Context: an optimization exercise on an open-source flow, tuned for small area and a short achievable clock period. The choices shown serve that exercise and are no tape-out recipe. RTL that was checked went through simulation tests only; none was proved equivalent to the original. For runs 2 and 3, only the layout was checked, not whether the RTL still works. Power figures rest on the tool's default switching activity, not on a simulated workload.

==> design.v <==
module alu16bit (
  input clk,
  input reset,
  input [2:0] operation,
  input [15:0] operand_A,
  input [15:0] operand_B,
  output reg [31:0] result,
  output reg carry_flag,
  output reg zero_flag
);
  wire [15:0] a = operand_A;
  wire [15:0] b = operand_B;
  wire is_add = ~reset & (operation == 3'd0);
  wire is_sub = ~reset & (operation == 3'd1);
  wire is_mul = ~reset & (operation == 3'd2);
  wire [15:0] m = is_mul ? b : {15'd0, is_add | is_sub};
  reg [15:0] cv;
  always @(*) begin
    if (reset) cv = 16'd0;
    else
    case (operation)
      3'd0: cv = b;
      3'd1: cv = ~b;
      3'd3: cv = a & b;
      3'd4: cv = a | b;
      3'd5: cv = ~(a & b);
      3'd6: cv = ~(a | b);
      3'd7: cv = a ^ b;
      default: cv = 16'd0;
    endcase
  end
  wire cin = is_sub;
  wire [15:0] cvn;
  wire t00 = ~(is_sub | (~reset & (operation == 3'd5 || operation == 3'd6)));
  wire t01 = ~(is_add | (~reset & (operation == 3'd4 || operation == 3'd5 || operation == 3'd7)));
  wire t10 = ~(is_sub | (~reset & (operation == 3'd4 || operation == 3'd5 || operation == 3'd7)));
  wire t11 = ~(is_add | (~reset & (operation == 3'd3 || operation == 3'd4)));
  genvar cb;
  generate for (cb = 0; cb < 16; cb = cb + 1) begin : g_cv
    cvbit ucv (a[cb], b[cb], t00, t01, t10, t11, cvn[cb]);
  end endgenerate
  wire is_sub_n = ~is_sub;
  wire [15:0] an = ~a;
  wire [15:0] mn = ~m;
  wire p1;
  nor2 up1 (an[0], mn[0], p1);
  wire p2;
  nor2 up2 (an[1], mn[0], p2);
  wire p3;
  nor2 up3 (an[2], mn[0], p3);
  wire p4;
  nor2 up4 (an[3], mn[0], p4);
  wire p5;
  nor2 up5 (an[4], mn[0], p5);
  wire p6;
  nor2 up6 (an[5], mn[0], p6);
  wire p7;
  nor2 up7 (an[6], mn[0], p7);
  wire p8;
  nor2 up8 (an[7], mn[0], p8);
  wire p9;
  nor2 up9 (an[8], mn[0], p9);
  wire p10;
  nor2 up10 (an[9], mn[0], p10);
  wire p11;
  nor2 up11 (an[10], mn[0], p11);
  wire p12;
  nor2 up12 (an[11], mn[0], p12);
  wire p13;
  nor2 up13 (an[12], mn[0], p13);
  wire p14;
  nor2 up14 (an[13], mn[0], p14);
  wire p15;
  nor2 up15 (an[14], mn[0], p15);
  wire p16;
  nor2 up16 (an[15], mn[0], p16);
  wire p17;
  o21ai up17 (an[0], mn[1], cvn[1], p17);
  wire p18;
  o21ai up18 (an[1], mn[1], cvn[2], p18);
  wire p19;
  o21ai up19 (an[2], mn[1], cvn[3], p19);
  wire p20;
  o21ai up20 (an[3], mn[1], cvn[4], p20);
  wire p21;
  o21ai up21 (an[4], mn[1], cvn[5], p21);
  wire p22;
  o21ai up22 (an[5], mn[1], cvn[6], p22);
  wire p23;
  o21ai up23 (an[6], mn[1], cvn[7], p23);
  wire p24;
  o21ai up24 (an[7], mn[1], cvn[8], p24);
  wire p25;
  o21ai up25 (an[8], mn[1], cvn[9], p25);
  wire p26;
  o21ai up26 (an[9], mn[1], cvn[10], p26);
  wire p27;
  o21ai up27 (an[10], mn[1], cvn[11], p27);
  wire p28;
  o21ai up28 (an[11], mn[1], cvn[12], p28);
  wire p29;
  o21ai up29 (an[12], mn[1], cvn[13], p29);
  wire p30;
  o21ai up30 (an[13], mn[1], cvn[14], p30);
  wire p31;
  o21ai up31 (an[14], mn[1], cvn[15], p31);
  wire p32;
  nor2 up32 (an[15], mn[1], p32);
  wire p33;
  nor2 up33 (an[0], mn[2], p33);
  wire p34;
  nor2 up34 (an[1], mn[2], p34);
  wire p35;
  nor2 up35 (an[2], mn[2], p35);
  wire p36;
  nor2 up36 (an[3], mn[2], p36);
  wire p37;
  nor2 up37 (an[4], mn[2], p37);
  wire p38;
  nor2 up38 (an[5], mn[2], p38);
  wire p39;
  nor2 up39 (an[6], mn[2], p39);
  wire p40;
  nor2 up40 (an[7], mn[2], p40);
  wire p41;
  nor2 up41 (an[8], mn[2], p41);
  wire p42;
  nor2 up42 (an[9], mn[2], p42);
  wire p43;
  nor2 up43 (an[10], mn[2], p43);
  wire p44;
  nor2 up44 (an[11], mn[2], p44);
  wire p45;
  nor2 up45 (an[12], mn[2], p45);
  wire p46;
  nor2 up46 (an[13], mn[2], p46);
  wire p47;
  nor2 up47 (an[14], mn[2], p47);
  wire p48;
  nor2 up48 (an[15], mn[2], p48);
  wire p49;
  nor2 up49 (an[0], mn[3], p49);
  wire p50;
  nor2 up50 (an[1], mn[3], p50);
  wire p51;
  nor2 up51 (an[2], mn[3], p51);
  wire p52;
  nor2 up52 (an[3], mn[3], p52);
  wire p53;
  nor2 up53 (an[4], mn[3], p53);
  wire p54;
  nor2 up54 (an[5], mn[3], p54);
  wire p55;
  nor2 up55 (an[6], mn[3], p55);
  wire p56;
  nor2 up56 (an[7], mn[3], p56);
  wire p57;
  nor2 up57 (an[8], mn[3], p57);
  wire p58;
  nor2 up58 (an[9], mn[3], p58);
  wire p59;
  nor2 up59 (an[10], mn[3], p59);
  wire p60;
  nor2 up60 (an[11], mn[3], p60);
  wire p61;
  nor2 up61 (an[12], mn[3], p61);
  wire p62;
  nor2 up62 (an[13], mn[3], p62);
  wire p63;
  nor2 up63 (an[14], mn[3], p63);
  wire p64;
  nor2 up64 (an[15], mn[3], p64);
  wire p65;
  nor2 up65 (an[0], mn[4], p65);
  wire p66;
  nor2 up66 (an[1], mn[4], p66);
  wire p67;
  nor2 up67 (an[2], mn[4], p67);
  wire p68;
  nor2 up68 (an[3], mn[4], p68);
  wire p69;
  nor2 up69 (an[4], mn[4], p69);
  wire p70;
  nor2 up70 (an[5], mn[4], p70);
  wire p71;
  nor2 up71 (an[6], mn[4], p71);
  wire p72;
  nor2 up72 (an[7], mn[4], p72);
  wire p73;
  nor2 up73 (an[8], mn[4], p73);
  wire p74;
  nor2 up74 (an[9], mn[4], p74);
  wire p75;
  nor2 up75 (an[10], mn[4], p75);
  wire p76;
  nor2 up76 (an[11], mn[4], p76);
  wire p77;
  nor2 up77 (an[12], mn[4], p77);
  wire p78;
  nor2 up78 (an[13], mn[4], p78);
  wire p79;
  nor2 up79 (an[14], mn[4], p79);
  wire p80;
  nor2 up80 (an[15], mn[4], p80);
  wire p81;
  nor2 up81 (an[0], mn[5], p81);
  wire p82;
  nor2 up82 (an[1], mn[5], p82);
  wire p83;
  nor2 up83 (an[2], mn[5], p83);
  wire p84;
  nor2 up84 (an[3], mn[5], p84);
  wire p85;
  nor2 up85 (an[4], mn[5], p85);
  wire p86;
  nor2 up86 (an[5], mn[5], p86);
  wire p87;
  nor2 up87 (an[6], mn[5], p87);
  wire p88;
  nor2 up88 (an[7], mn[5], p88);
  wire p89;
  nor2 up89 (an[8], mn[5], p89);
  wire p90;
  nor2 up90 (an[9], mn[5], p90);
  wire p91;
  nor2 up91 (an[10], mn[5], p91);
  wire p92;
  nor2 up92 (an[11], mn[5], p92);
  wire p93;
  nor2 up93 (an[12], mn[5], p93);
  wire p94;
  nor2 up94 (an[13], mn[5], p94);
  wire p95;
  nor2 up95 (an[14], mn[5], p95);
  wire p96;
  nor2 up96 (an[15], mn[5], p96);
  wire p97;
  nor2 up97 (an[0], mn[6], p97);
  wire p98;
  nor2 up98 (an[1], mn[6], p98);
  wire p99;
  nor2 up99 (an[2], mn[6], p99);
  wire p100;
  nor2 up100 (an[3], mn[6], p100);
  wire p101;
  nor2 up101 (an[4], mn[6], p101);
  wire p102;
  nor2 up102 (an[5], mn[6], p102);
  wire p103;
  nor2 up103 (an[6], mn[6], p103);
  wire p104;
  nor2 up104 (an[7], mn[6], p104);
  wire p105;
  nor2 up105 (an[8], mn[6], p105);
  wire p106;
  nor2 up106 (an[9], mn[6], p106);
  wire p107;
  nor2 up107 (an[10], mn[6], p107);
  wire p108;
  nor2 up108 (an[11], mn[6], p108);
  wire p109;
  nor2 up109 (an[12], mn[6], p109);
  wire p110;
  nor2 up110 (an[13], mn[6], p110);
  wire p111;
  nor2 up111 (an[14], mn[6], p111);
  wire p112;
  nor2 up112 (an[15], mn[6], p112);
  wire p113;
  nor2 up113 (an[0], mn[7], p113);
  wire p114;
  nor2 up114 (an[1], mn[7], p114);
  wire p115;
  nor2 up115 (an[2], mn[7], p115);
  wire p116;
  nor2 up116 (an[3], mn[7], p116);
  wire p117;
  nor2 up117 (an[4], mn[7], p117);
  wire p118;
  nor2 up118 (an[5], mn[7], p118);
  wire p119;
  nor2 up119 (an[6], mn[7], p119);
  wire p120;
  nor2 up120 (an[7], mn[7], p120);
  wire p121;
  nor2 up121 (an[8], mn[7], p121);
  wire p122;
  nor2 up122 (an[9], mn[7], p122);
  wire p123;
  nor2 up123 (an[10], mn[7], p123);
  wire p124;
  nor2 up124 (an[11], mn[7], p124);
  wire p125;
  nor2 up125 (an[12], mn[7], p125);
  wire p126;
  nor2 up126 (an[13], mn[7], p126);
  wire p127;
  nor2 up127 (an[14], mn[7], p127);
  wire p128;
  nor2 up128 (an[15], mn[7], p128);
  wire p129;
  nor2 up129 (an[0], mn[8], p129);
  wire p130;
  nor2 up130 (an[1], mn[8], p130);
  wire p131;
  nor2 up131 (an[2], mn[8], p131);
  wire p132;
  nor2 up132 (an[3], mn[8], p132);
  wire p133;
  nor2 up133 (an[4], mn[8], p133);
  wire p134;
  nor2 up134 (an[5], mn[8], p134);
  wire p135;
  nor2 up135 (an[6], mn[8], p135);
  wire p136;
  nor2 up136 (an[7], mn[8], p136);
  wire p137;
  nor2 up137 (an[8], mn[8], p137);
  wire p138;
  nor2 up138 (an[9], mn[8], p138);
  wire p139;
  nor2 up139 (an[10], mn[8], p139);
  wire p140;
  nor2 up140 (an[11], mn[8], p140);
  wire p141;
  nor2 up141 (an[12], mn[8], p141);
  wire p142;
  nor2 up142 (an[13], mn[8], p142);
  wire p143;
  nor2 up143 (an[14], mn[8], p143);
  wire p144;
  nor2 up144 (an[15], mn[8], p144);
  wire p145;
  nor2 up145 (an[0], mn[9], p145);
  wire p146;
  nor2 up146 (an[1], mn[9], p146);
  wire p147;
  nor2 up147 (an[2], mn[9], p147);
  wire p148;
  nor2 up148 (an[3], mn[9], p148);
  wire p149;
  nor2 up149 (an[4], mn[9], p149);
  wire p150;
  nor2 up150 (an[5], mn[9], p150);
  wire p151;
  nor2 up151 (an[6], mn[9], p151);
  wire p152;
  nor2 up152 (an[7], mn[9], p152);
  wire p153;
  nor2 up153 (an[8], mn[9], p153);
  wire p154;
  nor2 up154 (an[9], mn[9], p154);
  wire p155;
  nor2 up155 (an[10], mn[9], p155);
  wire p156;
  nor2 up156 (an[11], mn[9], p156);
  wire p157;
  nor2 up157 (an[12], mn[9], p157);
  wire p158;
  nor2 up158 (an[13], mn[9], p158);
  wire p159;
  nor2 up159 (an[14], mn[9], p159);
  wire p160;
  nor2 up160 (an[15], mn[9], p160);
  wire p161;
  nor2 up161 (an[0], mn[10], p161);
  wire p162;
  nor2 up162 (an[1], mn[10], p162);
  wire p163;
  nor2 up163 (an[2], mn[10], p163);
  wire p164;
  nor2 up164 (an[3], mn[10], p164);
  wire p165;
  nor2 up165 (an[4], mn[10], p165);
  wire p166;
  nor2 up166 (an[5], mn[10], p166);
  wire p167;
  nor2 up167 (an[6], mn[10], p167);
  wire p168;
  nor2 up168 (an[7], mn[10], p168);
  wire p169;
  nor2 up169 (an[8], mn[10], p169);
  wire p170;
  nor2 up170 (an[9], mn[10], p170);
  wire p171;
  nor2 up171 (an[10], mn[10], p171);
  wire p172;
  nor2 up172 (an[11], mn[10], p172);
  wire p173;
  nor2 up173 (an[12], mn[10], p173);
  wire p174;
  nor2 up174 (an[13], mn[10], p174);
  wire p175;
  nor2 up175 (an[14], mn[10], p175);
  wire p176;
  nor2 up176 (an[15], mn[10], p176);
  wire p177;
  nor2 up177 (an[0], mn[11], p177);
  wire p178;
  nor2 up178 (an[1], mn[11], p178);
  wire p179;
  nor2 up179 (an[2], mn[11], p179);
  wire p180;
  nor2 up180 (an[3], mn[11], p180);
  wire p181;
  nor2 up181 (an[4], mn[11], p181);
  wire p182;
  nor2 up182 (an[5], mn[11], p182);
  wire p183;
  nor2 up183 (an[6], mn[11], p183);
  wire p184;
  nor2 up184 (an[7], mn[11], p184);
  wire p185;
  nor2 up185 (an[8], mn[11], p185);
  wire p186;
  nor2 up186 (an[9], mn[11], p186);
  wire p187;
  nor2 up187 (an[10], mn[11], p187);
  wire p188;
  nor2 up188 (an[11], mn[11], p188);
  wire p189;
  nor2 up189 (an[12], mn[11], p189);
  wire p190;
  nor2 up190 (an[13], mn[11], p190);
  wire p191;
  nor2 up191 (an[14], mn[11], p191);
  wire p192;
  nor2 up192 (an[15], mn[11], p192);
  wire p193;
  nor2 up193 (an[0], mn[12], p193);
  wire p194;
  nor2 up194 (an[1], mn[12], p194);
  wire p195;
  nor2 up195 (an[2], mn[12], p195);
  wire p196;
  nor2 up196 (an[3], mn[12], p196);
  wire p197;
  nor2 up197 (an[4], mn[12], p197);
  wire p198;
  nor2 up198 (an[5], mn[12], p198);
  wire p199;
  nor2 up199 (an[6], mn[12], p199);
  wire p200;
  nor2 up200 (an[7], mn[12], p200);
  wire p201;
  nor2 up201 (an[8], mn[12], p201);
  wire p202;
  nor2 up202 (an[9], mn[12], p202);
  wire p203;
  nor2 up203 (an[10], mn[12], p203);
  wire p204;
  nor2 up204 (an[11], mn[12], p204);
  wire p205;
  nor2 up205 (an[12], mn[12], p205);
  wire p206;
  nor2 up206 (an[13], mn[12], p206);
  wire p207;
  nor2 up207 (an[14], mn[12], p207);
  wire p208;
  nor2 up208 (an[15], mn[12], p208);
  wire p209;
  nor2 up209 (an[0], mn[13], p209);
  wire p210;
  nor2 up210 (an[1], mn[13], p210);
  wire p211;
  nor2 up211 (an[2], mn[13], p211);
  wire p212;
  nor2 up212 (an[3], mn[13], p212);
  wire p213;
  nor2 up213 (an[4], mn[13], p213);
  wire p214;
  nor2 up214 (an[5], mn[13], p214);
  wire p215;
  nor2 up215 (an[6], mn[13], p215);
  wire p216;
  nor2 up216 (an[7], mn[13], p216);
  wire p217;
  nor2 up217 (an[8], mn[13], p217);
  wire p218;
  nor2 up218 (an[9], mn[13], p218);
  wire p219;
  nor2 up219 (an[10], mn[13], p219);
  wire p220;
  nor2 up220 (an[11], mn[13], p220);
  wire p221;
  nor2 up221 (an[12], mn[13], p221);
  wire p222;
  nor2 up222 (an[13], mn[13], p222);
  wire p223;
  nor2 up223 (an[14], mn[13], p223);
  wire p224;
  nor2 up224 (an[15], mn[13], p224);
  wire p225;
  nor2 up225 (an[0], mn[14], p225);
  wire p226;
  nor2 up226 (an[1], mn[14], p226);
  wire p227;
  nor2 up227 (an[2], mn[14], p227);
  wire p228;
  nor2 up228 (an[3], mn[14], p228);
  wire p229;
  nor2 up229 (an[4], mn[14], p229);
  wire p230;
  nor2 up230 (an[5], mn[14], p230);
  wire p231;
  nor2 up231 (an[6], mn[14], p231);
  wire p232;
  nor2 up232 (an[7], mn[14], p232);
  wire p233;
  nor2 up233 (an[8], mn[14], p233);
  wire p234;
  nor2 up234 (an[9], mn[14], p234);
  wire p235;
  nor2 up235 (an[10], mn[14], p235);
  wire p236;
  nor2 up236 (an[11], mn[14], p236);
  wire p237;
  nor2 up237 (an[12], mn[14], p237);
  wire p238;
  nor2 up238 (an[13], mn[14], p238);
  wire p239;
  nor2 up239 (an[14], mn[14], p239);
  wire p240;
  nor2 up240 (an[15], mn[14], p240);
  wire p241;
  nor2 up241 (an[0], mn[15], p241);
  wire p242;
  o21ai up242 (an[1], mn[15], is_sub_n, p242);
  wire p243;
  o21ai up243 (an[2], mn[15], is_sub_n, p243);
  wire p244;
  o21ai up244 (an[3], mn[15], is_sub_n, p244);
  wire p245;
  o21ai up245 (an[4], mn[15], is_sub_n, p245);
  wire p246;
  o21ai up246 (an[5], mn[15], is_sub_n, p246);
  wire p247;
  o21ai up247 (an[6], mn[15], is_sub_n, p247);
  wire p248;
  o21ai up248 (an[7], mn[15], is_sub_n, p248);
  wire p249;
  o21ai up249 (an[8], mn[15], is_sub_n, p249);
  wire p250;
  o21ai up250 (an[9], mn[15], is_sub_n, p250);
  wire p251;
  o21ai up251 (an[10], mn[15], is_sub_n, p251);
  wire p252;
  o21ai up252 (an[11], mn[15], is_sub_n, p252);
  wire p253;
  o21ai up253 (an[12], mn[15], is_sub_n, p253);
  wire p254;
  o21ai up254 (an[13], mn[15], is_sub_n, p254);
  wire p255;
  o21ai up255 (an[14], mn[15], is_sub_n, p255);
  wire p256;
  o21ai up256 (an[15], mn[15], is_sub_n, p256);
  wire n257, n258;
  ha un257 (p14, p44, n257, n258);
  wire n259, n260;
  fa un259 (p15, p45, p60, n259, n260);
  wire n261, n262;
  ha un261 (p75, p90, n261, n262);
  wire n263, n264;
  fa un263 (p16, p46, p61, n263, n264);
  wire n265, n266;
  fa un265 (p76, p91, p106, n265, n266);
  wire n267, n268;
  ha un267 (p121, p136, n267, n268);
  wire n269, n270;
  fa un269 (p32, p47, p62, n269, n270);
  wire n271, n272;
  fa un271 (p77, p92, p107, n271, n272);
  wire n273, n274;
  ha un273 (p122, p137, n273, n274);
  wire n275, n276;
  fa un275 (p48, p63, p78, n275, n276);
  wire n277, n278;
  fa un277 (p93, p108, p123, n277, n278);
  wire n279, n280;
  fa un279 (p64, p79, p94, n279, n280);
  wire n281, n282;
  ha un281 (p10, p40, n281, n282);
  wire n283, n284;
  fa un283 (p11, p41, p56, n283, n284);
  wire n285, n286;
  ha un285 (p71, p86, n285, n286);
  wire n287, n288;
  fa un287 (p12, p42, p57, n287, n288);
  wire n289, n290;
  fa un289 (p72, p87, p102, n289, n290);
  wire n291, n292;
  ha un291 (p117, p132, n291, n292);
  wire n293, n294;
  fa un293 (p13, p43, p58, n293, n294);
  wire n295, n296;
  fa un295 (p73, p88, p103, n295, n296);
  wire n297, n298;
  fa un297 (p118, p133, p148, n297, n298);
  wire n299, n300;
  ha un299 (p163, p178, n299, n300);
  wire n301, n302;
  fa un301 (p59, p74, p89, n301, n302);
  wire n303, n304;
  fa un303 (p104, p119, p134, n303, n304);
  wire n305, n306;
  fa un305 (p149, p164, p179, n305, n306);
  wire n307, n308;
  fa un307 (p194, p209, p29, n307, n308);
  wire n309, n310;
  fa un309 (p105, p120, p135, n309, n310);
  wire n311, n312;
  fa un311 (p150, p165, p180, n311, n312);
  wire n313, n314;
  fa un313 (p195, p210, p225, n313, n314);
  wire n315, n316;
  fa un315 (p30, n258, n261, n315, n316);
  wire n317, n318;
  fa un317 (p151, p166, p181, n317, n318);
  wire n319, n320;
  fa un319 (p196, p211, p226, n319, n320);
  wire n321, n322;
  fa un321 (p241, p31, n262, n321, n322);
  wire n323, n324;
  fa un323 (n267, n260, n263, n323, n324);
  wire n325, n326;
  fa un325 (p152, p167, p182, n325, n326);
  wire n327, n328;
  fa un327 (p197, p212, p227, n327, n328);
  wire n329, n330;
  fa un329 (p242, n268, n273, n329, n330);
  wire n331, n332;
  fa un331 (n264, n266, n269, n331, n332);
  wire n333, n334;
  fa un333 (p138, p153, p168, n333, n334);
  wire n335, n336;
  fa un335 (p183, p198, p213, n335, n336);
  wire n337, n338;
  fa un337 (p228, p243, n274, n337, n338);
  wire n339, n340;
  fa un339 (n270, n272, n275, n339, n340);
  wire n341, n342;
  fa un341 (p109, p124, p139, n341, n342);
  wire n343, n344;
  fa un343 (p154, p169, p184, n343, n344);
  wire n345, n346;
  fa un345 (p199, p214, p229, n345, n346);
  wire n347, n348;
  fa un347 (p244, n276, n278, n347, n348);
  wire n349, n350;
  fa un349 (p80, p95, p110, n349, n350);
  wire n351, n352;
  fa un351 (p125, p140, p155, n351, n352);
  wire n353, n354;
  fa un353 (p170, p185, p200, n353, n354);
  wire n355, n356;
  fa un355 (p215, p230, p245, n355, n356);
  wire n357, n358;
  fa un357 (p96, p111, p126, n357, n358);
  wire n359, n360;
  fa un359 (p141, p156, p171, n359, n360);
  wire n361, n362;
  fa un361 (p186, p201, p216, n361, n362);
  wire n363, n364;
  fa un363 (p112, p127, p142, n363, n364);
  wire n365, n366;
  fa un365 (p157, p172, p187, n365, n366);
  wire n367, n368;
  fa un367 (p128, p143, p158, n367, n368);
  wire n369, n370;
  ha un369 (p7, p37, n369, n370);
  wire n371, n372;
  fa un371 (p8, p38, p53, n371, n372);
  wire n373, n374;
  ha un373 (p68, p83, n373, n374);
  wire n375, n376;
  fa un375 (p9, p39, p54, n375, n376);
  wire n377, n378;
  fa un377 (p69, p84, p99, n377, n378);
  wire n379, n380;
  ha un379 (p114, p129, n379, n380);
  wire n381, n382;
  fa un381 (p55, p70, p85, n381, n382);
  wire n383, n384;
  fa un383 (p100, p115, p130, n383, n384);
  wire n385, n386;
  fa un385 (p145, p25, n281, n385, n386);
  wire n387, n388;
  fa un387 (p101, p116, p131, n387, n388);
  wire n389, n390;
  fa un389 (p146, p161, p26, n389, n390);
  wire n391, n392;
  fa un391 (n282, n285, n283, n391, n392);
  wire n393, n394;
  fa un393 (p147, p162, p177, n393, n394);
  wire n395, n396;
  fa un395 (p27, n286, n291, n395, n396);
  wire n397, n398;
  fa un397 (n284, n287, n289, n397, n398);
  wire n399, n400;
  fa un399 (p193, p28, n292, n399, n400);
  wire n401, n402;
  fa un401 (n299, n288, n290, n401, n402);
  wire n403, n404;
  fa un403 (n293, n295, n297, n403, n404);
  wire n405, n406;
  fa un405 (n300, n257, n294, n405, n406);
  wire n407, n408;
  fa un407 (n296, n298, n301, n407, n408);
  wire n409, n410;
  fa un409 (n303, n305, n307, n409, n410);
  wire n411, n412;
  fa un411 (n302, n304, n306, n411, n412);
  wire n413, n414;
  fa un413 (n308, n259, n309, n413, n414);
  wire n415, n416;
  fa un415 (n311, n313, n315, n415, n416);
  wire n417, n418;
  fa un417 (n310, n312, n314, n417, n418);
  wire n419, n420;
  fa un419 (n265, n317, n319, n419, n420);
  wire n421, n422;
  fa un421 (n316, n321, n323, n421, n422);
  wire n423, n424;
  fa un423 (n318, n320, n271, n423, n424);
  wire n425, n426;
  fa un425 (n325, n327, n322, n425, n426);
  wire n427, n428;
  fa un427 (n329, n324, n331, n427, n428);
  wire n429, n430;
  fa un429 (n326, n328, n277, n429, n430);
  wire n431, n432;
  fa un431 (n333, n335, n330, n431, n432);
  wire n433, n434;
  fa un433 (n337, n332, n339, n433, n434);
  wire n435, n436;
  fa un435 (n334, n336, n279, n435, n436);
  wire n437, n438;
  fa un437 (n341, n343, n345, n437, n438);
  wire n439, n440;
  fa un439 (n338, n340, n347, n439, n440);
  wire n441, n442;
  fa un441 (n342, n344, n346, n441, n442);
  wire n443, n444;
  fa un443 (n280, n349, n351, n443, n444);
  wire n445, n446;
  fa un445 (n353, n355, n348, n445, n446);
  wire n447, n448;
  fa un447 (p231, p246, n350, n447, n448);
  wire n449, n450;
  fa un449 (n352, n354, n356, n449, n450);
  wire n451, n452;
  fa un451 (n357, n359, n361, n451, n452);
  wire n453, n454;
  fa un453 (p202, p217, p232, n453, n454);
  wire n455, n456;
  fa un455 (p247, n358, n360, n455, n456);
  wire n457, n458;
  fa un457 (n362, n363, n365, n457, n458);
  wire n459, n460;
  fa un459 (p173, p188, p203, n459, n460);
  wire n461, n462;
  fa un461 (p218, p233, p248, n461, n462);
  wire n463, n464;
  fa un463 (n364, n366, n367, n463, n464);
  wire n465, n466;
  fa un465 (p144, p159, p174, n465, n466);
  wire n467, n468;
  fa un467 (p189, p204, p219, n467, n468);
  wire n469, n470;
  fa un469 (p234, p249, n368, n469, n470);
  wire n471, n472;
  fa un471 (p160, p175, p190, n471, n472);
  wire n473, n474;
  fa un473 (p205, p220, p235, n473, n474);
  wire n475, n476;
  fa un475 (p176, p191, p206, n475, n476);
  wire n477, n478;
  ha un477 (p5, p35, n477, n478);
  wire n479, n480;
  fa un479 (p6, p36, p51, n479, n480);
  wire n481, n482;
  ha un481 (p66, p81, n481, n482);
  wire n483, n484;
  fa un483 (p52, p67, p82, n483, n484);
  wire n485, n486;
  fa un485 (p97, p22, n369, n485, n486);
  wire n487, n488;
  fa un487 (p98, p113, p23, n487, n488);
  wire n489, n490;
  fa un489 (n370, n373, n371, n489, n490);
  wire n491, n492;
  fa un491 (p24, n374, n379, n491, n492);
  wire n493, n494;
  fa un493 (n372, n375, n377, n493, n494);
  wire n495, n496;
  fa un495 (n380, n376, n378, n495, n496);
  wire n497, n498;
  fa un497 (n381, n383, n385, n497, n498);
  wire n499, n500;
  fa un499 (n382, n384, n387, n499, n500);
  wire n501, n502;
  fa un501 (n389, n386, n391, n501, n502);
  wire n503, n504;
  fa un503 (n388, n390, n393, n503, n504);
  wire n505, n506;
  fa un505 (n395, n392, n397, n505, n506);
  wire n507, n508;
  fa un507 (n394, n396, n399, n507, n508);
  wire n509, n510;
  fa un509 (n398, n401, n403, n509, n510);
  wire n511, n512;
  fa un511 (n400, n402, n404, n511, n512);
  wire n513, n514;
  fa un513 (n405, n407, n409, n513, n514);
  wire n515, n516;
  fa un515 (n406, n408, n411, n515, n516);
  wire n517, n518;
  fa un517 (n410, n413, n415, n517, n518);
  wire n519, n520;
  fa un519 (n412, n414, n417, n519, n520);
  wire n521, n522;
  fa un521 (n419, n416, n421, n521, n522);
  wire n523, n524;
  fa un523 (n418, n420, n423, n523, n524);
  wire n525, n526;
  fa un525 (n425, n422, n427, n525, n526);
  wire n527, n528;
  fa un527 (n424, n429, n426, n527, n528);
  wire n529, n530;
  fa un529 (n431, n428, n433, n529, n530);
  wire n531, n532;
  fa un531 (n430, n435, n437, n531, n532);
  wire n533, n534;
  fa un533 (n432, n434, n439, n533, n534);
  wire n535, n536;
  fa un535 (n436, n438, n441, n535, n536);
  wire n537, n538;
  fa un537 (n443, n445, n440, n537, n538);
  wire n539, n540;
  fa un539 (n442, n444, n447, n539, n540);
  wire n541, n542;
  fa un541 (n449, n451, n446, n541, n542);
  wire n543, n544;
  fa un543 (n453, n448, n450, n543, n544);
  wire n545, n546;
  fa un545 (n452, n455, n457, n545, n546);
  wire n547, n548;
  fa un547 (n454, n459, n461, n547, n548);
  wire n549, n550;
  fa un549 (n456, n458, n463, n549, n550);
  wire n551, n552;
  fa un551 (n460, n462, n465, n551, n552);
  wire n553, n554;
  fa un553 (n467, n464, n469, n553, n554);
  wire n555, n556;
  fa un555 (p250, n466, n468, n555, n556);
  wire n557, n558;
  fa un557 (n471, n473, n470, n557, n558);
  wire n559, n560;
  fa un559 (p221, p236, p251, n559, n560);
  wire n561, n562;
  fa un561 (n472, n474, n475, n561, n562);
  wire n563, n564;
  fa un563 (p192, p207, p222, n563, n564);
  wire n565, n566;
  fa un565 (p237, p252, n476, n565, n566);
  wire n567, n568;
  fa un567 (p208, p223, p238, n567, n568);
  wire n569, n570;
  ha un569 (p4, p34, n569, n570);
  wire n571, n572;
  fa un571 (p50, p65, p20, n571, n572);
  wire n573, n574;
  fa un573 (p21, n478, n481, n573, n574);
  wire n575, n576;
  fa un575 (n482, n480, n483, n575, n576);
  wire n577, n578;
  fa un577 (n484, n487, n486, n577, n578);
  wire n579, n580;
  fa un579 (n488, n491, n490, n579, n580);
  wire n581, n582;
  fa un581 (n492, n494, n495, n581, n582);
  wire n583, n584;
  fa un583 (n496, n499, n498, n583, n584);
  wire n585, n586;
  fa un585 (n500, n503, n502, n585, n586);
  wire n587, n588;
  fa un587 (n504, n507, n506, n587, n588);
  wire n589, n590;
  fa un589 (n508, n510, n511, n589, n590);
  wire n591, n592;
  fa un591 (n512, n515, n514, n591, n592);
  wire n593, n594;
  fa un593 (n516, n519, n518, n593, n594);
  wire n595, n596;
  fa un595 (n520, n523, n522, n595, n596);
  wire n597, n598;
  fa un597 (n524, n527, n526, n597, n598);
  wire n599, n600;
  fa un599 (n528, n531, n533, n599, n600);
  wire n601, n602;
  fa un601 (n532, n535, n534, n601, n602);
  wire n603, n604;
  fa un603 (n536, n539, n538, n603, n604);
  wire n605, n606;
  fa un605 (n540, n543, n545, n605, n606);
  wire n607, n608;
  fa un607 (n547, n544, n546, n607, n608);
  wire n609, n610;
  fa un609 (n548, n551, n550, n609, n610);
  wire n611, n612;
  fa un611 (n552, n555, n557, n611, n612);
  wire n613, n614;
  fa un613 (n559, n556, n561, n613, n614);
  wire n615, n616;
  fa un615 (n560, n563, n562, n615, n616);
  wire n617, n618;
  fa un617 (p253, n564, n567, n617, n618);
  wire n619, n620;
  fa un619 (p224, p239, p254, n619, n620);
  wire n621, n622;
  ha un621 (p3, p33, n621, n622);
  wire n623, n624;
  fa un623 (p49, p19, n569, n623, n624);
  wire n625, n626;
  fa un625 (n570, n477, n571, n625, n626);
  wire n627, n628;
  fa un627 (n572, n479, n573, n627, n628);
  wire n629, n630;
  fa un629 (n574, n485, n575, n629, n630);
  wire n631, n632;
  fa un631 (n576, n489, n577, n631, n632);
  wire n633, n634;
  fa un633 (n493, n578, n579, n633, n634);
  wire n635, n636;
  fa un635 (n497, n580, n581, n635, n636);
  wire n637, n638;
  fa un637 (n582, n501, n583, n637, n638);
  wire n639, n640;
  fa un639 (n505, n584, n585, n639, n640);
  wire n641, n642;
  fa un641 (n509, n586, n587, n641, n642);
  wire n643, n644;
  fa un643 (n513, n588, n589, n643, n644);
  wire n645, n646;
  fa un645 (n517, n590, n591, n645, n646);
  wire n647, n648;
  fa un647 (n592, n521, n593, n647, n648);
  wire n649, n650;
  fa un649 (n525, n594, n595, n649, n650);
  wire n651, n652;
  fa un651 (n529, n596, n597, n651, n652);
  wire n653, n654;
  fa un653 (n530, n598, n599, n653, n654);
  wire n655, n656;
  fa un655 (n537, n600, n601, n655, n656);
  wire n657, n658;
  fa un657 (n541, n602, n603, n657, n658);
  wire n659, n660;
  fa un659 (n542, n605, n604, n659, n660);
  wire n661, n662;
  fa un661 (n549, n607, n606, n661, n662);
  wire n663, n664;
  fa un663 (n553, n608, n609, n663, n664);
  wire n665, n666;
  fa un665 (n554, n610, n611, n665, n666);
  wire n667, n668;
  fa un667 (n558, n613, n612, n667, n668);
  wire n669, n670;
  fa un669 (n565, n614, n615, n669, n670);
  wire n671, n672;
  fa un671 (n566, n617, n616, n671, n672);
  wire n673, n674;
  fa un673 (n568, n619, n618, n673, n674);
  wire n675, n676;
  fa un675 (p240, p255, n620, n675, n676);
  wire n677, n678;
  fa un677 (cin, p1, cv[0], n677, n678);
  wire n679, n680;
  fa un679 (p2, p17, n678, n679, n680);
  wire n681, n682;
  fa un681 (p18, n621, n680, n681, n682);
  wire n683, n684;
  fa un683 (n622, n623, n682, n683, n684);
  wire n685, n686;
  fa un685 (n624, n625, n684, n685, n686);
  wire n687, n688;
  fa un687 (n626, n627, n686, n687, n688);
  wire n689, n690;
  ha un689 (n628, n629, n689, n690);
  wire n691, n692;
  ha un691 (n630, n631, n691, n692);
  wire n693, n694;
  ha un693 (n632, n633, n693, n694);
  wire n695, n696;
  ha un695 (n634, n635, n695, n696);
  wire n697, n698;
  ha un697 (n636, n637, n697, n698);
  wire n699, n700;
  ha un699 (n638, n639, n699, n700);
  wire n701, n702;
  ha un701 (n640, n641, n701, n702);
  wire n703, n704;
  ha un703 (n642, n643, n703, n704);
  wire n705, n706;
  ha un705 (n644, n645, n705, n706);
  wire n707, n708;
  ha un707 (n646, n647, n707, n708);
  wire n709, n710;
  ha un709 (n648, n649, n709, n710);
  wire n711, n712;
  ha un711 (n650, n651, n711, n712);
  wire n713, n714;
  ha un713 (n652, n653, n713, n714);
  wire n715, n716;
  ha un715 (n654, n655, n715, n716);
  wire n717, n718;
  ha un717 (n656, n657, n717, n718);
  wire n719, n720;
  ha un719 (n658, n659, n719, n720);
  wire n721, n722;
  ha un721 (n660, n661, n721, n722);
  wire n723, n724;
  ha un723 (n662, n663, n723, n724);
  wire n725, n726;
  ha un725 (n664, n665, n725, n726);
  wire n727, n728;
  ha un727 (n666, n667, n727, n728);
  wire n729, n730;
  ha un729 (n668, n669, n729, n730);
  wire n731, n732;
  ha un731 (n670, n671, n731, n732);
  wire n733, n734;
  ha un733 (n672, n673, n733, n734);
  wire n735, n736;
  ha un735 (n674, n675, n735, n736);
  wire n737, n738;
  ha un737 (n676, p256, n737, n738);
  wire n739;
  aoi21 un739 (n689, n688, n690, n739);
  wire n740;
  aoi21 un740 (n693, n692, n694, n740);
  wire n741;
  nand2 un741 (n693, n691, n741);
  wire n742;
  aoi21 un742 (n697, n696, n698, n742);
  wire n743;
  nand2 un743 (n697, n695, n743);
  wire n744;
  aoi21 un744 (n701, n700, n702, n744);
  wire n745;
  nand2 un745 (n701, n699, n745);
  wire n746;
  aoi21 un746 (n705, n704, n706, n746);
  wire n747;
  nand2 un747 (n705, n703, n747);
  wire n748;
  aoi21 un748 (n709, n708, n710, n748);
  wire n749;
  nand2 un749 (n709, n707, n749);
  wire n750;
  aoi21 un750 (n713, n712, n714, n750);
  wire n751;
  nand2 un751 (n713, n711, n751);
  wire n752;
  aoi21 un752 (n717, n716, n718, n752);
  wire n753;
  nand2 un753 (n717, n715, n753);
  wire n754;
  aoi21 un754 (n721, n720, n722, n754);
  wire n755;
  nand2 un755 (n721, n719, n755);
  wire n756;
  aoi21 un756 (n725, n724, n726, n756);
  wire n757;
  nand2 un757 (n725, n723, n757);
  wire n758;
  aoi21 un758 (n729, n728, n730, n758);
  wire n759;
  nand2 un759 (n729, n727, n759);
  wire n760;
  aoi21 un760 (n733, n732, n734, n760);
  wire n761;
  nand2 un761 (n733, n731, n761);
  wire n762;
  aoi21 un762 (n737, n736, n738, n762);
  wire n763;
  nand2 un763 (n737, n735, n763);
  wire n764;
  oai21 un764 (n741, n739, n740, n764);
  wire n765;
  oai21 un765 (n745, n742, n744, n765);
  wire n766;
  nor2 un766 (n745, n743, n766);
  wire n767;
  oai21 un767 (n749, n746, n748, n767);
  wire n768;
  nor2 un768 (n749, n747, n768);
  wire n769;
  oai21 un769 (n753, n750, n752, n769);
  wire n770;
  nor2 un770 (n753, n751, n770);
  wire n771;
  oai21 un771 (n757, n754, n756, n771);
  wire n772;
  nor2 un772 (n757, n755, n772);
  wire n773;
  oai21 un773 (n761, n758, n760, n773);
  wire n774;
  nor2 un774 (n761, n759, n774);
  wire n775;
  aoi21 un775 (n766, n764, n765, n775);
  wire n776;
  aoi21 un776 (n770, n767, n769, n776);
  wire n777;
  nand2 un777 (n770, n768, n777);
  wire n778;
  aoi21 un778 (n774, n771, n773, n778);
  wire n779;
  nand2 un779 (n774, n772, n779);
  wire n780;
  oai21 un780 (n777, n775, n776, n780);
  wire n781;
  inv1 un781 (n780, n781);
  wire n782;
  oai21 un782 (n779, n781, n778, n782);
  wire n783;
  inv1 un783 (n775, n783);
  wire n784;
  aoi21 un784 (n768, n783, n767, n784);
  wire n785;
  aoi21 un785 (n772, n780, n771, n785);
  wire n786;
  inv1 un786 (n764, n786);
  wire n787;
  oai21 un787 (n743, n786, n742, n787);
  wire n788;
  oai21 un788 (n747, n775, n746, n788);
  wire n789;
  oai21 un789 (n751, n784, n750, n789);
  wire n790;
  inv1 un790 (n780, n790);
  wire n791;
  oai21 un791 (n755, n790, n754, n791);
  wire n792;
  oai21 un792 (n759, n785, n758, n792);
  wire n793;
  inv1 un793 (n782, n793);
  wire n794;
  oai21 un794 (n763, n793, n762, n794);
  wire n795;
  inv1 un795 (n739, n795);
  wire n796;
  aoi21 un796 (n691, n795, n692, n796);
  wire n797;
  aoi21 un797 (n695, n764, n696, n797);
  wire n798;
  aoi21 un798 (n699, n787, n700, n798);
  wire n799;
  inv1 un799 (n775, n799);
  wire n800;
  aoi21 un800 (n703, n799, n704, n800);
  wire n801;
  aoi21 un801 (n707, n788, n708, n801);
  wire n802;
  inv1 un802 (n784, n802);
  wire n803;
  aoi21 un803 (n711, n802, n712, n803);
  wire n804;
  aoi21 un804 (n715, n789, n716, n804);
  wire n805;
  aoi21 un805 (n719, n780, n720, n805);
  wire n806;
  aoi21 un806 (n723, n791, n724, n806);
  wire n807;
  inv1 un807 (n785, n807);
  wire n808;
  aoi21 un808 (n727, n807, n728, n808);
  wire n809;
  aoi21 un809 (n731, n792, n732, n809);
  wire n810;
  aoi21 un810 (n735, n782, n736, n810);
  wire n811;
  aoi21 un811 (is_sub, n794, 1'b0, n811);
  wire n812;
  xor2 un812 (n689, n688, n812);
  wire n813;
  xnor2 un813 (n691, n739, n813);
  wire n814;
  xnor2 un814 (n693, n796, n814);
  wire n815;
  xor2 un815 (n695, n764, n815);
  wire n816;
  xnor2 un816 (n697, n797, n816);
  wire n817;
  xor2 un817 (n699, n787, n817);
  wire n818;
  xnor2 un818 (n701, n798, n818);
  wire n819;
  xnor2 un819 (n703, n775, n819);
  wire n820;
  xnor2 un820 (n705, n800, n820);
  wire n821;
  xor2 un821 (n707, n788, n821);
  wire n822;
  xnor2 un822 (n709, n801, n822);
  wire n823;
  xnor2 un823 (n711, n784, n823);
  wire n824;
  xnor2 un824 (n713, n803, n824);
  wire n825;
  xor2 un825 (n715, n789, n825);
  wire n826;
  xnor2 un826 (n717, n804, n826);
  wire n827;
  xor2 un827 (n719, n780, n827);
  wire n828;
  xnor2 un828 (n721, n805, n828);
  wire n829;
  xor2 un829 (n723, n791, n829);
  wire n830;
  xnor2 un830 (n725, n806, n830);
  wire n831;
  xnor2 un831 (n727, n785, n831);
  wire n832;
  xnor2 un832 (n729, n808, n832);
  wire n833;
  xor2 un833 (n731, n792, n833);
  wire n834;
  xnor2 un834 (n733, n809, n834);
  wire n835;
  xor2 un835 (n735, n782, n835);
  wire n836;
  xnor2 un836 (n737, n810, n836);
  wire n837;
  xor2 un837 (is_sub, n794, n837);
  wire [31:0] s = {n837, n836, n835, n834, n833, n832, n831, n830, n829, n828, n827, n826, n825, n824, n823, n822, n821, n820, n819, n818, n817, n816, n815, n814, n813, n812, n687, n685, n683, n681, n679, n677};
  wire borrow = is_sub & s[16];
  wire zero_lo = (s[15:0] == 16'd0);
  wire zero_mul = (a == 16'd0) | (b == 16'd0);
  wire [31:0] r = s;
  wire z = ~reset & (is_mul ? zero_mul : zero_lo);
  always @(posedge clk) begin
    result     <= r;
    carry_flag <= borrow;
    zero_flag  <= z;
  end
endmodule
module fa (input a, input b, input c, output s, output co);
  assign s = a ^ b ^ c;
  assign co = (a & b) | (a & c) | (b & c);
endmodule
module ha (input a, input b, output s, output co);
  assign s = a ^ b;
  assign co = a & b;
endmodule
module xor2 (input a, input b, output y);
  assign y = a ^ b;
endmodule
module xnor2 (input a, input b, output y);
  assign y = ~(a ^ b);
endmodule
module nand2 (input a, input b, output y);
  assign y = ~(a & b);
endmodule
module nor2 (input a, input b, output y);
  assign y = ~(a | b);
endmodule
module inv1 (input a, output y);
  assign y = ~a;
endmodule
module cvbit (input a, input b, input t00, input t01, input t10, input t11, output y);
  assign y = a ? (b ? t11 : t10) : (b ? t01 : t00);
endmodule
module aoi21 (input a, input b, input c, output y);
  assign y = ~((a & b) | c);
endmodule
module o21ai (input a, input b, input c, output y);
  assign y = ~((a | b) & c);
endmodule
module oai21 (input a, input b, input c, output y);
  assign y = ~((a | b) & c);
endmodule
==> flow/run.sh <==
#!/bin/bash
# The standard layout, with the port buffers made of plain buffers (sky130
# buf_1, which the resizer may upsize) instead of the delay-cell buffers that
# buffer_ports picks by default.
set -euo pipefail
export BUFFER_PORTS_ARGS="-buffer_cell sky130_fd_sc_hd__buf_1"
bash standard.sh > standard.log 2>&1
==> standard.sh <==
#!/bin/bash
# synth_recipe.tcl (not shown) runs the flow's synth.tcl, then flattens the netlist and writes it again
# the make line also repeats each setting of config.mk as NAME=value (left out here)
make -C /OpenROAD-flow-scripts/flow DESIGN_CONFIG=/design/flow/config.mk WORK_HOME=/design/flow/orfs CLKGATE_MAP_FILE= SYNTH_SCRIPT=/design/flow/synth_recipe.tcl "${@:-finish}"
==> config.mk <==
export PLATFORM = sky130hd
export DESIGN_NAME = alu16bit
export DESIGN_NICKNAME = alu16bit
export VERILOG_FILES = /design/flow/design.v
export SDC_FILE = /design/flow/constraint.sdc
export NUM_CORES = 4
export LEC_CHECK = 0
export ABC_AREA = 0
export CAP_MARGIN = 20
export CORE_MARGIN = 2
export CORE_UTILIZATION = 40
export CTS_BUF_LIST = sky130_fd_sc_hd__clkbuf_4 sky130_fd_sc_hd__clkbuf_8
export GPL_TIMING_DRIVEN = 0
export SLEW_MARGIN = 20
export SYNTH_HIERARCHICAL = 1
==> constraint.sdc <==
create_clock -name core_clock -period 7.2 [get_ports {clk}]
set_input_delay 1.4400 -clock core_clock [delete_from_list [all_inputs] [get_ports {clk}]]
set_output_delay 1.4400 -clock core_clock [all_outputs]
set_load 0.01 [all_outputs]
==> results of run 1 <==
-- sequential cells by signal, summed over array words and instances (netlist names) --
register	count
result	32
zero_flag	1
carry_flag	1
-- power groups by stage --
stage	Clock [mW]	Sequential (mW)	Combinational, mW
final	0.223	0.235	0.383
after global routing	0.237	0.240	0.425
after CTS	0.230	0.235	0.384
after detailed placement	0	0.239	0.379
after global placement	0	0.239	0.376
after floorplan	0	0.262	0.236
-- modules after synthesis (local to each module, per instance), excerpt --
module | times used | cells inside
ha | 40 | 1
inv1 | 9 | 1
alu16bit | 1 | 116
o21ai | 30 | 1
xnor2 | 16 | 1
xor2 | 10 | 1
-- stage by stage --
step	TNS, ps	hold WS [ps]
4_1_cts	0	1560
3_5_place_dp	-6560	1820
3_3_place_gp	-5960	1830
5_1_grt	0	1540
2_1_floorplan	0	1720
6_report	0	1540
-- kinds of logic after synthesis --
| kind of cell | share of synthesized area |
|---|---|
| buffers and inverters | 0.0187 |
| multiplexers | 0.0452 |
| AND/OR/NAND/NOR | 0.155 |
| AO/OA/AOI/OAI | 0.0726 |
| flip-flops | 0.0884 |
| XOR/XNOR | 0.0296 |
| adder cells (fa/ha/maj) | 0.591 |
-- placed cells by master (no fill, tap or decap), types with 2 or more instances in the layout --
cell       netlist  final
xnor2_1         16     16
nand2_4          0      5
nor4_1          10     10
fa_1           201    201
buf_1            0     66
a21oi_2         30     30
nand4_1          3      3
ha_1            42     42
dfxtp_1         34     34
nor3_4           1      2
bufinv_16        0      2
inv_1           28     28
nor4_2           2      2
nand2_2          0      9
buf_4            0      3
nand2b_1         3      3
nor2_1         235    235
nand2_1         31     17
buf_6            3      3
mux4_2          15     15
nand2b_4         2      2
a21oi_1          2      2
clkbuf_8         0      5
xor2_1          10     10
o21ai_1         44     42
-- worst max-delay path by stage --
| stage | from | endpoint | slack [ps] | cells past startpoint |
|---|---|---|---|---|
| after floorplan | operation[0] | result[31] | 370 | 21 |
| after global placement | operation[1] | result[31] | -760 | 21 |
| after detailed placement | operation[1] | result[31] | -830 | 21 |
| after CTS | operation[1] | result[31] | 40 | 22 |
| after global routing | operand_A[0] | zero_flag | 20 | 21 |
| final | operand_A[0] | zero_flag | 270 | 21 |
-- critical path, delay by kind of cell --
| family | cells | cell delay [ps] |
|---|---|---|
| fa+ha+maj | 7 | 2740 |
| buf+inv | 3 | 700 |
| xor+xnor | 1 | 160 |
| simple gates | 3 | 510 |
| compound gates | 7 | 1610 |
-- cells in the mapped netlist (all sizes together) --
library cell    n  area share
a2111oi         1      0.0019
a211o           1      0.0011
a21o            1     0.00098
a21oi          32       0.035
a311oi          1      0.0011
and2            1     0.00081
buf             4      0.0050
dfxtp          34       0.088
fa            201        0.52
ha             42       0.068
inv            28       0.014
mux2i           1      0.0013
mux4           15       0.044
nand2          31       0.015
nand2b          5      0.0060
nand3           1     0.00065
nand4           3      0.0024
nor2          235        0.11
nor3            2      0.0028
nor4           12       0.011
o21a            1     0.00098
o21ai          45       0.029
o21bai          1     0.00098
o22ai           1     0.00081
or2             1     0.00081
xnor2          16       0.018
xor2           10       0.011
-- cell type report --
type | instances | area [sq um]
Buffer | 4 | 38.8
Sequential cell | 34 | 681
Antenna cell | 1 | 2.50
Multi-Input combinational cell | 660 | 6960
Inverter | 28 | 105
Fill cell | 1792 | 10300
Timing Repair Buffer | 71 | 295
Clock inverter | 3 | 68.8
Tap cell | 234 | 293
Clock buffer | 5 | 68.8
-- metal layers --
metal	track usage	part of all wire
met1	0.301	0.41
met2	0.381	0.50
met3	0.0366	0.069
met4	0.0719	0.027
met5	0	0
-- repair_timing --
| item | CTS | global route |
|---|---|---|
| setup endpoints to repair | 10 | 9 |
| pin swaps | 1 | 0 |
| setup buffers | 4 | 0 |
| gates resized for setup | 12 | 14 |
==> reports/results.tsv, run 1 <==
stage	metric	value	unit
clock_network	CTS tree	done	
worst_setup_path	Critical Path Max Stage Delay	550	ps
finish	final cell count without fillers	1040	
outcome	status	timing/DRC/antenna clean	
worst_hold_path	Hold Path Depth	3	
synth	synthesized net count	1006	
place	IO Port Bufs	67	
worst_hold_path	worst hold start	reset	
worst_setup_path	CP startpoint kind	input port	
place	gpl congestion	0.890	
worst_setup_path	most used cell, CP	fa_1	
drt	Routed Antenna Nets	0	
worst_setup_path	Worst EP required	7450	ps
global_routing	largest net degree at the start of global routing	18	
drt	DRC Markers	0	
floorplanning	starting density of the core	0.410	
floorplanning	FP Rows	50	
place	Placed Area	8240	sq um
drt	total length of routed wires	21500	um
clock_network	CTS Hold Bufs	0	
power_and_ir_drop	Pwr Density	98.7	nW/um^2
power_and_ir_drop	leakage	4.23	nW
drt	TritonRoute pass-1 iters	5	
finish	final net count	1084	
worst_hold_path	Worst Hold Class	in2reg	
sta	maximum clock rate	144	MHz
global_routing	Total GRT Usage	0.226	
synth	sequential fraction of the synthesis area	0.0884	
drt	drt first-iter violations	389	
sta	RSZ-0062 raised after global routing	false	
sta	final slew viol count	0	
place	DP HPWL	16100	um
power_and_ir_drop	Clk pwr share	0.266	
global_routing	first-pass GRT wire length	34800	um
worst_setup_path	Slowest-stage cell, CP	a21oi_2	
clock_network	H-tree depth	2	
worst_setup_path	Crit Path Class	in2reg	
place	Inst Count DP	1027	
global_routing	vias in the first global route	6554	
drt	routed vias/inst	5.67	
worst_setup_path	endpoint class of the critical path	register	
power_and_ir_drop	Int Pwr	0.507	mW
power_and_ir_drop	logic gate share of total power	0.455	
clock_network	Inserted Clock Buffers	5	
synth	Yosys reg bits	34	
sta	Max-slew headroom	0.496	
worst_hold_path	worst hold endpoint	carry_flag	
power_and_ir_drop	sequential power share	0.279	
drt	average wire per cell in the routed design	20.7	um
clock_network	CTS Sinks	34	
finish	end-of-flow core utilization	0.454	
global_routing	Congestion Overflow GR	0	
synth	Mean Syn Cell Area	10.6	sq um
drt	vias	5892	
power_and_ir_drop	Max IR drop VDD	0.0859	mV
power_and_ir_drop	Pwr Total	0.841	mW
clock_network	clk buf depth	2	
clock_network	Reg clk slew, reported paths	90	ps
floorplanning	CORE AREA	18800	sq um
sta	Final setup violation count	0	
finish	area delta synth->final	10.6	%
place	Place WS	-825	ps
finish	Final Instance Area	8520	sq um
floorplanning	I/O pins	71	
synth	Post-Synthesis Cell Area	7700	sq um
worst_setup_path	CP max FO	17	
worst_setup_path	CP Cell Sequence	buf_1, inv_1, ha_1, o22ai_1, a2111oi_2, fa_1, fa_1, fa_1, fa_1, fa_1, fa_1, a21oi_2, o21ai_1, a21oi_2, inv_1, a21oi_2, xnor2_1, nor4_1, nand4_1, nor4_2, o21a_1	
synth	Distinct cells, synth	33	
sta	fin crit share	0.963	
finish	share of cells above drive strength 1	0.108	
floorplanning	die height	143	um
synth	post-synthesis instance total	726	
sta	Final Hold Vio Count	0	
sta	Worst-Margin Slew	755	ps
global_routing	initial antenna violation count	0	
floorplanning	Die ar.	20400	sq um
synth	Ys Warns	7	
sta	min Tclk post-route	6930	ps
worst_setup_path	crit path DAT	7180	ps
power_and_ir_drop	switching share of total power	0.396	
clock_network	clk root buf	clkbuf_8	
sta	PnR worst setup slack	270	ps
power_and_ir_drop	total net switching power	0.333	mW
floorplanning	Die Wd	143	um
run	maximum capacitance violations	0	
==> inputs of run 2 (changes only) <==
--- a/design.v
+++ b/design.v
@@ -14,3 +14,3 @@
   wire is_sub = ~reset & (operation == 3'd1);
-  wire is_mul = ~reset & (operation == 3'd2);
+  wire is_mul = (operation == 3'd2);
   wire [15:0] m = is_mul ? b : {15'd0, is_add | is_sub};
@@ -42,3 +42,3 @@
   wire is_sub_n = ~is_sub;
-  wire [15:0] an = ~a;
+  wire [15:0] an = ~(a & {16{~reset}});    
   wire [15:0] mn = ~m;
--- a/config.mk
+++ b/config.mk
@@ -11,3 +11,2 @@
 export CORE_UTILIZATION = 40
-export CTS_BUF_LIST = sky130_fd_sc_hd__clkbuf_4 sky130_fd_sc_hd__clkbuf_8
 export GPL_TIMING_DRIVEN = 0
==> run 2 against run 1 <==
Wire length shrank 2.7%. Largest power group unchanged. Die area grew 0.78%. Maximum frequency grew 1.1%. Critical path depth is the same. Critical path type unchanged. Global-route usage shrank 0.10 points. Sequential share of layout area shrank 0.23 points. Final area grew 3.0%.
==> reports/results.tsv, run 2 <==
stage	metric	value	unit	change
clock_network	Reg clk slew, reported paths	70	ps	was 90 ps
finish	number of fill cells	1796		was 1,792
synth	share of the synthesized area in the top cell type	0.519		was 0.523
synth	synthesized net count	1010		was 1,006
clock_network	CTS Sinks	34		unchanged
worst_setup_path	Worst EP required	7380	ps	was 7450 ps
finish	area delta synth->final	13.0	%	was 10.6%
global_routing	Total GRT Usage	0.225		was 0.226
sta	Final Hold Vio Count	0		unchanged
synth	sequential fraction of the synthesis area	0.0877		was 0.0884
finish	share of cells above drive strength 1	0.134		was 0.108
synth	leading area contributor after synthesis	fa_1		unchanged
sta	fin crit share	0.952		was 0.963
global_routing	largest net degree at the start of global routing	17		was 18
synth	post-synthesis instance total	730		was 726
synth	largest family of logic cells by synthesized area	adder cells		unchanged
outcome	status	timing/DRC/antenna clean		unchanged
synth	Yosys reg bits	34		unchanged
place	IO Port Bufs	67		unchanged
worst_setup_path	WP buf/inv	2		was 3
synth	Distinct cells, synth	35		was 33
finish	max reg flops	32		unchanged
synth	Post-synth EDFFs	0		unchanged
place	DP HPWL	15800	um	was 16,100 um
clock_network	clk buf depth	2		unchanged
place	Placed Area	8340	sq um	was 8240 sq um
power_and_ir_drop	Pwr Density	101	nW/um^2	was 98.7 nW/um^2
worst_setup_path	crit path DAT	7030	ps	was 7180 ps
finish	most frequent cells in the layout	nor2_1 (232), fa_1 (201), buf_1 (67)		was nor2_1 (235), fa_1 (201), buf_1 (66)
clock_network	CTS tree	done		unchanged
global_routing	initial antenna violation count	0		unchanged
worst_setup_path	WP depth	21		unchanged
drt	Routed Antenna Nets	0		unchanged
floorplanning	starting density of the core	0.411		was 0.410
global_routing	vias in the first global route	6618		was 6,554
synth	post-synthesis xor/xnor area fraction	0.0305		was 0.0296
worst_setup_path	Worst setup endpoint	zero_flag		unchanged
synth	ys async rst share	0		unchanged
worst_setup_path	Crit Path Class	in2reg		unchanged
drt	vias	5917		was 5,892
drt	DRC Markers	0		unchanged
worst_setup_path	endpoint class of the critical path	register		unchanged
synth	dominant synthesized flop cell	dfxtp_1		unchanged
synth	adder-cell share of the synthesized area	0.586		was 0.591
worst_hold_path	Hold Path Depth	3		unchanged
place	gpl congestion	0.897		was 0.890
synth	synth top area cells	fa_1 (52%), nor2_1 (11%), dfxtp_1 (8.8%)		unchanged
sta	worst hold margin	1580	ps	was 1540 ps
synth	Compound-Gate Fraction of Synth Area	0.0705		was 0.0726
worst_setup_path	CP Cell Sequence	buf_6, nand2b_4, nor2_8, clkbuf_4, nand2_4, nor2_1, fa_1, fa_1, fa_1, fa_1, fa_1, ha_1, nand2_1, nor2_1, a21oi_4, o21ai_1, xor2_1, nor4_2, and4_1, nor2_1, a311oi_2		was buf_1, inv_1, ha_1, o22ai_1, a2111oi_2, fa_1, fa_1, fa_1, fa_1, fa_1, fa_1, a21oi_2, o21ai_1, a21oi_2, inv_1, a21oi_2, xnor2_1, nor4_1, nand4_1, nor4_2, o21a_1
run	maximum capacitance violations	0		unchanged
synth	Synth Area in Simple Gates	0.169		was 0.155
synth	most common cell in the netlist	nor2_1		unchanged
worst_hold_path	Worst Hold Class	in2reg		unchanged
sta	final slew viol count	0		unchanged
finish	final net count	1093		was 1,084
worst_setup_path	CP max FO	16		was 17
worst_setup_path	CP startpoint kind	input port		unchanged
sta	Worst-Margin Slew	636	ps	was 755 ps
synth	Mean Syn Cell Area	10.6	sq um	about the same
sta	Final setup violation count	0		unchanged
floorplanning	die height	143	um	about the same
floorplanning	Die Wd	143	um	about the same
drt	total length of routed wires	20900	um	was 21,500 um
drt	TritonRoute pass-1 iters	5		unchanged
floorplanning	Die ar.	20500	sq um	was 20,400 sq um
drt	routed vias/inst	5.51		was 5.67
finish	Final Instance Area	8770	sq um	was 8520 sq um
worst_setup_path	Critical Path Max Stage Delay	510	ps	was 550 ps
synth	Post-Synthesis Cell Area	7760	sq um	was 7700 sq um
worst_setup_path	delay-heaviest family, CP	adder cells		unchanged
clock_network	clk root buf	clkbuf_16		was clkbuf_8
sta	RSZ-0062 raised after global routing	false		unchanged
global_routing	Congestion Overflow GR	0		unchanged
clock_network	Inserted Clock Buffers	5		unchanged
power_and_ir_drop	leakage	4.17	nW	was 4.23 nW
global_routing	first-pass GRT wire length	35100	um	was 34,800 um
power_and_ir_drop	Max IR drop VDD	0.0764	mV	was 0.0859 mV
worst_setup_path	Slowest-stage cell, CP	fa_1		was a21oi_2
synth	Ys Warns	7		unchanged
drt	drt first-iter violations	425		was 389
sta	maximum clock rate	146	MHz	was 144 MHz
floorplanning	I/O pins	71		unchanged
synth	synth cell count leaders	nor2_1 (233), fa_1 (201), o21ai_1 (44)		was nor2_1 (235), fa_1 (201), o21ai_1 (44)
clock_network	H-tree depth	2		unchanged
drt	average wire per cell in the routed design	19.5	um	was 20.7 um
sta	min Tclk post-route	6850	ps	was 6930 ps
clock_network	CTS Hold Bufs	0		unchanged
finish	commonest non-fill, non-tap cell in the layout	nor2_1		unchanged
worst_setup_path	critical path startpoint	operation[0]		was operand_A[0]
floorplanning	CORE AREA	18900	sq um	was 18,800 sq um
finish	Biggest register	result		unchanged
floorplanning	FP Rows	50		unchanged
finish	biggest regs	result x32, carry_flag x1, zero_flag x1		unchanged
worst_setup_path	most used cell, CP	fa_1		unchanged
synth	mux contribution to synthesized area	0.0455		was 0.0452
sta	Max-slew headroom	0.575		was 0.496
finish	# diodes	0		was 1
## run 2: layer usage
layer / global-route usage / part of all wire
met5: 0 / 0
met4: 0.0707 / 0.022
met3: 0.0352 / 0.064
met2: 0.377 / 0.50
met1: 0.301 / 0.41
## run 2: repair_timing
item | 4_1_cts | 5_1_grt
endpoints found under the setup margin | 10 | 6
gates resized for setup | 21 | 35
buffers inserted | 4 | 5
pin swaps | 0 | 2
## run 2: cell type report
class	count	area, sq um	share of cell area
Sequential cell	34	681	0.0776
Inverter	12	45.0	0.00514
Buffer	6	41.3	0.00471
Clock inverter	1	30.0	0.00342
Clock buffer	7	133	0.0151
Timing Repair Buffer	76	332	0.0378
Multi-Input combinational cell	678	7180	0.819
Tap cell	260	325	0.0371
## run 2: modules after synthesis, one instance, submodules excluded
module	copies in the design	cells
aoi21	30	1
xnor2	16	1
xor2	10	1
oai21	14	1
inv1	9	1
fa	201	1
nand2	14	1
o21ai	30	1
alu16bit	1	120
cvbit	15	1
nor2	231	1
ha	40	1
## run 2: kinds of logic after synthesis
logic type | count (synthesis)
xor gates and xnor gates | 27
muxes | 16
and+or+nand+nor | 311
AOI/OAI and AO/OA | 81
buffers and inverters | 18
adders and majority gates | 243
DFF | 34
## run 2: worst min-delay path by stage
stage	startpoint	to	slack, ps
2_1_floorplan	reset	result[31]	1630
3_3_place_gp	result[15]	result[15]	1830
3_5_place_dp	result[7]	result[7]	1820
4_1_cts	operation[1]	result[31]	1590
5_1_grt	operation[1]	result[31]	1620
6_report	operation[1]	result[31]	1580
## run 2: power by group
part	switching (mW)	internal (mW)	leakage (nW)
clock	0.0936	0.164	0.0781
combinational	0.244	0.150	3.81
sequential	0.00794	0.226	0.282
total	0.345	0.540	4.17
## run 2: per-stage QoR
step                      utilization  instances  power (mW)  worst slack (ps)  TNS, ps
after floorplan                     -        730       0.497               463        0
after global placement          0.441       1057       0.614              -821    -5600
after detailed placement        0.441       1057       0.618              -855    -6030
after CTS                       0.456       1069       0.891              6.25        0
after global routing            0.464       1074       0.950              51.0        0
final                           0.464       1074       0.885               347        0
==> inputs of run 3 (changes only) <==
--- a/design.v
+++ b/design.v
@@ -14,3 +14,3 @@
   wire is_sub = ~reset & (operation == 3'd1);
-  wire is_mul = (operation == 3'd2);
+  wire is_mul = ~reset & (operation == 3'd2);
   wire [15:0] m = is_mul ? b : {15'd0, is_add | is_sub};
@@ -42,3 +42,3 @@
   wire is_sub_n = ~is_sub;
-  wire [15:0] an = ~(a & {16{~reset}});    
+  wire [15:0] an = ~a;
   wire [15:0] mn = ~m;
@@ -1241,3 +1241,8 @@
   wire [31:0] r = s;
-  wire z = ~reset & (is_mul ? zero_mul : zero_lo);
+  wire z_e = ~reset & ~is_mul & ~(|s[11:0]);
+  wire z_m = ~reset & is_mul & zero_mul;
+  wire z_l1, z_l2, z;
+  nor2 uz1 (s[15], s[14], z_l1);
+  nor2 uz2 (s[13], s[12], z_l2);
+  a31o uz3 (z_l1, z_l2, z_e, z_m, z);
   always @(posedge clk) begin
@@ -1271,2 +1276,5 @@
 endmodule
+module a31o (input a, input b, input c, input d, output y);
+  assign y = (a & b & c) | d;
+endmodule
 module cvbit (input a, input b, input t00, input t01, input t10, input t11, output y);
==> run 3 against run 2 <==
Sequential power is essentially flat. Still clean on timing, DRC and antenna. Largest power group unchanged. Power shrank 5.2%. Flip-flop and latch count is the same. Synthesized cell count shrank 0.14%. Count of clock-buffer cells in the layout shrank 2. Critical path type unchanged. Wire length grew 3.7%. Die area shrank 0.84%. Highest routed layer unchanged. Combinational power shrank 3%. Global-route usage grew 0.19 points. Critical path depth is the same.
==> reports/results.tsv, run 3 <==
stage	metric	value	unit	change
power_and_ir_drop	Max IR drop VDD	0.0718	mV	was 0.0764 mV
floorplanning	Die ar.	20400	sq um	was 20,500 sq um
power_and_ir_drop	Pwr Total	0.839	mW	was 0.885 mW
clock_network	CTS Hold Bufs	0		unchanged
worst_setup_path	endpoint class of the critical path	register		unchanged
drt	drt first-iter violations	346		was 425
sta	Final setup violation count	0		unchanged
place	DP HPWL	16000	um	was 15,800 um
global_routing	Congestion Overflow GR	0		unchanged
drt	DRC Markers	0		unchanged
global_routing	Total GRT Usage	0.227		was 0.225
synth	synth top area cells	fa_1 (52%), nor2_1 (12%), dfxtp_1 (8.8%)		was fa_1 (52%), nor2_1 (11%), dfxtp_1 (8.8%)
floorplanning	Die Wd	143	um	about the same
sta	maximum clock rate	145	MHz	was 146 MHz
synth	dominant synthesized flop cell	dfxtp_1		unchanged
sta	Worst-Margin Slew	781	ps	was 636 ps
clock_network	CTS Sinks	34		unchanged
synth	share of the synthesized area in the top cell type	0.523		was 0.519
worst_setup_path	crit path DAT	7120	ps	was 7030 ps
synth	most common cell in the netlist	nor2_1		unchanged
global_routing	largest net degree at the start of global routing	18		was 17
place	IO Port Bufs	69		was 67
power_and_ir_drop	leakage	4.23	nW	was 4.17 nW
clock_network	clk buf depth	2		unchanged
finish	commonest non-fill, non-tap cell in the layout	nor2_1		unchanged
drt	Routed Antenna Nets	0		unchanged
sta	min Tclk post-route	6890	ps	was 6850 ps
finish	# diodes	0		unchanged
finish	most frequent cells in the layout	nor2_1 (237), fa_1 (201), buf_1 (68)		was nor2_1 (232), fa_1 (201), buf_1 (67)
synth	sequential fraction of the synthesis area	0.0885		was 0.0877
worst_setup_path	CP max FO	15		was 16
global_routing	initial antenna violation count	0		unchanged
outcome	status	timing/DRC/antenna clean		unchanged
sta	final slew viol count	0		unchanged
sta	Max-slew headroom	0.479		was 0.575
sta	PnR worst setup slack	305	ps	was 347 ps
place	gpl congestion	0.846		was 0.897
clock_network	CTS tree	done		unchanged
floorplanning	I/O pins	71		unchanged
finish	number of fill cells	1834		was 1,796
finish	biggest regs	result x32, carry_flag x1, zero_flag x1		unchanged
sta	worst hold margin	1630	ps	was 1580 ps
synth	Distinct cells, synth	32		was 35
synth	ys async rst share	0		unchanged
synth	Post-synth EDFFs	0		unchanged
sta	Final Hold Vio Count	0		unchanged
floorplanning	starting density of the core	0.410		was 0.411
worst_setup_path	CP startpoint kind	input port		unchanged
floorplanning	die height	143	um	about the same
==> run 3: changes by cell type in the layout (fill, tap and decap cells not counted), moves of 3 or more <==
cell	change
or2_2	+3
nand2_4	+3
buf_4	-9
nor2_1	+5
inv_1	+15
nand2b_4	-10
nand2b_2	-6
==> run 3: metal layers <==
layer / vias up / routed length [um] / track usage
met3: 40 / 1610 / 0.0429
met2: 278 / 10700 / 0.378
met1: 3065 / 8800 / 0.301
met5: - / 0 / 0
li1: 2528 / - / -
met4: 0 / 590 / 0.0730
==> run 3: cell type report <==
type / instances / share of cell area
Buffer: 3 / 0.00324
Clock buffer: 5 / 0.0147
Clock inverter: 3 / 0.00250
Inverter: 27 / 0.0119
Multi-Input combinational cell: 665 / 0.820
Sequential cell: 34 / 0.0800
Tap cell: 234 / 0.0344
Timing Repair Buffer: 70 / 0.0330
==> run 3: cells by family after synthesis <==
family | after synthesis | share of synthesized area
and+or+nand+nor | 294 | 0.155
xor gates and xnor gates | 27 | 0.0307
muxes | 16 | 0.0452
DFF | 34 | 0.0885
adders and majority gates | 243 | 0.591
buffers and inverters | 30 | 0.0168
AOI/OAI and AO/OA | 85 | 0.0724
==> run 3: power by group <==
part	switching, mW	internal, mW	total [mW]
combinational	0.239	0.143	0.381
sequential	0.00822	0.227	0.235
clock	0.0947	0.128	0.223
total	0.342	0.498	0.839
==> run 3: stage by stage <==
stage                     instances  setup TNS (ps)
final                          1041               0
after detailed placement       1032           -5350
after floorplan                 729               0
after global routing           1041               0
after global placement         1032           -4820
after CTS                      1041               0
==> run 3: path summary, 6_finish.rpt <==
check / from / end / slack (ps) / cells past startpoint
worst max-delay path: operation[2] / result[31] / 310 / 21
worst min-delay path: operation[0] / carry_flag / 1630 / 3
==> run 3: what timing repair did <==
item	4_1_cts	5_1_grt
setup buffers	1	0
pin swaps	1	0
setup endpoints to repair	9	6
resized for setup	19	8
cloned	0	0
==> run 3: critical path: stages <==
cell	delay, ps
buf_1	190
buf_2	250
a21oi_1	90
or2_2	420
mux4_2	490
o21ai_1	130
fa_1	510
fa_1	520
fa_1	390
fa_1	510
fa_1	410
ha_1	350
nand2_1	80
nor2_1	180
nand2_1	120
o21ai_4	290
inv_1	90
o21ai_2	230
inv_1	60
o21ai_1	190
xor2_1	160
==> run 3: per-module statistics from Yosys, one instance, submodules excluded, a selection <==
module | cell area, sq um | flip-flops and latches | copies in the design | cells inside
a31o | 8.76 | 0 | 1 | 1
aoi21 | 8.76 | 0 | 30 | 1
cvbit | 22.5 | 0 | 15 | 1
nand2 | 3.75 | 0 | 14 | 1
nor2 | 3.75 | 0 | 233 | 1
oai21 | 5.00 | 0 | 14 | 1
xnor2 | 8.76 | 0 | 16 | 1
xor2 | 8.76 | 0 | 10 | 1

Setup slack of run 3, layout unchanged: 0.305 ns with ideal ports, 0.327 ns with driving cells assumed (clock clkbuf_16, inputs buf_2), -0.009 ns with port delays also shifted by the 0.336 ns mid clock arrival.
